Source: an optimization exercise on an open RTL-to-GDS flow (aim: small area and a short achievable clock period). Production flows keep margins and buffers that such runs may drop.
Only simulation tests tie the RTL to the original design; equivalence was not proved.

## exp/ember
Design adder, start of the top module:
module adder #(
    parameter N = 512,
    parameter p = 512'h65b48e8f740f89bffc8ab0d15e3e4c4ab42d083aedc88c425afbfcc69322c9cda7aac6c567f35507516730cc1f0b4f25c2721bf457aca8351b81b90533c6c87b,
    parameter word_size = 32,
    parameter chunks = N/word_size
    ) (
    input clk,
    input rst,
    input c_in,
    input wire [N-1:0] X, Y,
    output wire [N:0] Z,
    output reg done
);
clock: 10.0 ns
lec_check: 0
cap_margin: 20
core_area: 10 10 530 530
die_area: 0 0 540 540
slew_margin: 20
run.sh (not shown) runs the stock make flow with config.mk's settings and CLKGATE_MAP_FILE= SYNTH_SCRIPT=/design/flow/synth_recipe.tcl, a recipe that flattens the netlist after the stock synthesis.
[inputs] exp/yarrow vs exp/ember
Settings: clearing DIE_AREA, which used to be 0 0 540 540; putting CORE_UTILIZATION at 50 where nothing was set; clearing CORE_AREA, which used to be 10 10 530 530; putting CORE_MARGIN at 2 where nothing was set.
Findings:
- exp/yarrow never completed, since it errored out during I/O pin placement.
- From exp/ember to exp/yarrow, synthesized cell count did not move at all.
- Between exp/ember and exp/yarrow, initial core utilization increased.
- Standard-cell row count (exp/yarrow / exp/ember): 0.61
- exp/ember → exp/yarrow: vertical die dimension -40%; die width -40%.
Changes in exp/violet relative to exp/yarrow:
Settings: a deleted CORE_UTILIZATION that had been 50; an added CORE_AREA of 10 10 530 530; an added ABC_AREA of 1; an added DIE_AREA of 0 0 540 540; a deleted CORE_MARGIN that had been 2.
==> flow/flow/run.sh (new file) <==
#!/bin/bash
set -euo pipefail
MARGIN=${MARGIN:-6.3}
bash standard.sh \
  "BUFFER_PORTS_ARGS=-buffer_cell sky130_fd_sc_hd__buf_2" \
  "SETUP_SLACK_MARGIN=$MARGIN" \
  finish > standard.log 2>&1
==> flow/standard.sh (new file) <==
#!/bin/bash
# synth_recipe.tcl (not shown) runs the flow's synth.tcl, then flattens the netlist and writes it again
# the make line also repeats each setting of config.mk as NAME=value (left out here)
make -C /OpenROAD-flow-scripts/flow DESIGN_CONFIG=/design/flow/config.mk WORK_HOME=/design/flow/orfs CLKGATE_MAP_FILE= SYNTH_SCRIPT=/design/flow/synth_recipe.tcl "${@:-finish}"
removed: flow/run.sh
### Flow results
exp/violet: flow completed, timing, DRC and antenna clean. Diff exp/yarrow -> exp/violet | number of distinct library cells after synthesis | down by more than a quarter. In exp/violet the height of the die turned out about 70% higher than in exp/yarrow. Taking exp/yarrow as the reference, in exp/violet synthesized area divided by synthesized cell count has decreased; cell area after synthesis has increased; xor and xnor fraction of the mapped netlist area has remained practically unchanged. Looking at synthesized netlist net count, exp/violet sits above exp/yarrow. Comparing exp/yarrow against exp/violet, there is no change at all in post-synthesis register bit count. Fraction of the mapped netlist area in adder cells in exp/violet vs exp/yarrow: down 0.15 points. Sort exp/violet and exp/yarrow by synthesized cell count asc -> top: exp/yarrow. On exp/violet: fraction of the yosys area taken by sequential cells is 0.41 points lower than what exp/yarrow gave.
> inputs changed (exp/violet -> exp/xenon)
Settings: CORE_MARGIN now 2, previously not set; CORE_UTILIZATION now 50, previously not set; DIE_AREA no longer set, was 0 0 540 540; CORE_AREA no longer set, was 10 10 530 530; ABC_CLOCK_PERIOD_IN_PS now 3000, previously not set; ABC_AREA no longer set, was 1.
==> flow/run.sh (new file) <==
#!/bin/bash
# synth_recipe.tcl (not shown) runs the flow's synth.tcl, then flattens the netlist and writes it again
# the make line also repeats each setting of config.mk as NAME=value (left out here)
make -C /OpenROAD-flow-scripts/flow DESIGN_CONFIG=/design/flow/config.mk WORK_HOME=/design/flow/orfs CLKGATE_MAP_FILE= SYNTH_SCRIPT=/design/flow/synth_recipe.tcl finish
removed: flow/flow/run.sh
removed: flow/standard.sh
[summary]
The flow ended early for exp/xenon: it failed with a tool error in I/O pin placement. Between exp/violet and exp/xenon, initial core utilization increased. Row count, exp/xenon and exp/violet: larger value in exp/violet. Looking at exp/xenon and exp/violet, the xor/xnor cell area share of the yosys netlist is a wash. Re post-synthesis async set-or-reset flop share: no difference whatsoever between exp/xenon and exp/violet. Comparing post-synthesis share of cell area spent on full adders, half adders and majority gates for exp/xenon and exp/violet, the bigger number came from exp/xenon. [compare] base=exp/violet new=exp/xenon: part of the Yosys area used for sequential elements rose 0.41 points; chip width fell about 40%; gate count after technology mapping fell 273; synthesized netlist net count fell 273.
Changes in exp/zinc relative to exp/xenon:
Settings: DIE_AREA: unset -> 0 0 540 540; CORE_UTILIZATION: 50 -> unset; CORE_AREA: unset -> 10 10 530 530; CORE_MARGIN: 2 -> unset.
Notes after the runs:
- exp/zinc reached the final stage; the timing, design-rule and antenna checks on its layout passed.
- Lower chip width goes to exp/xenon over exp/zinc.
- Xor and xnor area share after synthesis came out exactly the same in exp/zinc and exp/xenon.
- As far as unique cell type count in the Yosys netlist goes, exp/zinc and exp/xenon are indistinguishable; the numbers are identical.
- The lower number of standard-cell rows in the floorplan of exp/zinc and exp/xenon is in exp/xenon.
- From exp/zinc to exp/xenon, async set-reset flop share out of synthesis did not move at all.
- As of exp/zinc, die extent in y had risen by more than half compared to exp/xenon.
- Summary of exp/zinc over exp/xenon: initial standard-cell utilization of the core moved down, synthesized cell count level.
The inputs of exp/nickel differ from those of exp/zinc as listed below.
Settings: clearing ABC_CLOCK_PERIOD_IN_PS, which used to be 3000.
==> flow/flow/run.sh (new file) <==
#!/bin/bash
set -euo pipefail
MARGIN=${MARGIN:-6.5}
bash standard.sh \
  "BUFFER_PORTS_ARGS=-buffer_cell sky130_fd_sc_hd__buf_2" \
  "SETUP_SLACK_MARGIN=$MARGIN" \
  finish > standard.log 2>&1
==> flow/standard.sh (new file) <==
#!/bin/bash
# synth_recipe.tcl (not shown) runs the flow's synth.tcl, then flattens the netlist and writes it again
# the make line also repeats each setting of config.mk as NAME=value (left out here)
make -C /OpenROAD-flow-scripts/flow DESIGN_CONFIG=/design/flow/config.mk WORK_HOME=/design/flow/orfs CLKGATE_MAP_FILE= SYNTH_SCRIPT=/design/flow/synth_recipe.tcl "${@:-finish}"
removed: flow/run.sh
--- outcome ---
Compared to exp/zinc, exp/nickel has global-route wire length before repair 1.7% higher.
exp/nickel ended up with a higher number of ordinary and repair buffers in the finished layout than exp/zinc did.
Looking only at minimum clock period, and setting everything else aside, the higher value of exp/zinc and exp/nickel goes to exp/zinc.
Worst hold slack, exp/zinc and exp/nickel: larger value in exp/zinc
In exp/nickel, the area growth from synthesis to final layout came out 0.24 points below the value in exp/zinc.
Against exp/zinc as the reference, exp/nickel delivers a higher highest fanout seen on the critical path.
Post-layout instance area essentially unchanged between exp/nickel and exp/zinc.

## re-timing with driven ports
In the flow no input, the clock included, has a driving cell. The finished layouts below were timed again as built, in two steps.
Step 1: set_driving_cell puts a clkbuf_16 on clk and a buf_2 on each other input, an assumption about the parent block.
Step 2 also shifts input and output timing later by t, the mid clock arrival at the registers, as if the neighbouring blocks saw the same clock.
Slacks: no drivers / after step 1 / after step 2; pairs: no drivers / after step 1.
| run | shift t [ns] | setup slack, ns | latest minus earliest clock arrival (ns) | cell pins on the clock port's net |
|---|---|---|---|---|
| exp/ember | 0.884 | 4.833 / 4.833 / 4.833 | 0.071 / 0.070 | 1 |
| exp/violet | 0.881 | 6.346 / 6.294 / 6.346 | 0.053 / 0.053 | 1 |
| exp/zinc | 0.884 | 4.833 / 4.833 / 4.833 | 0.071 / 0.070 | 1 |
| exp/nickel | 0.891 | 5.845 / 5.845 / 5.845 | 0.083 / 0.083 | 1 |
After both steps setup and hold are still met in every run listed.
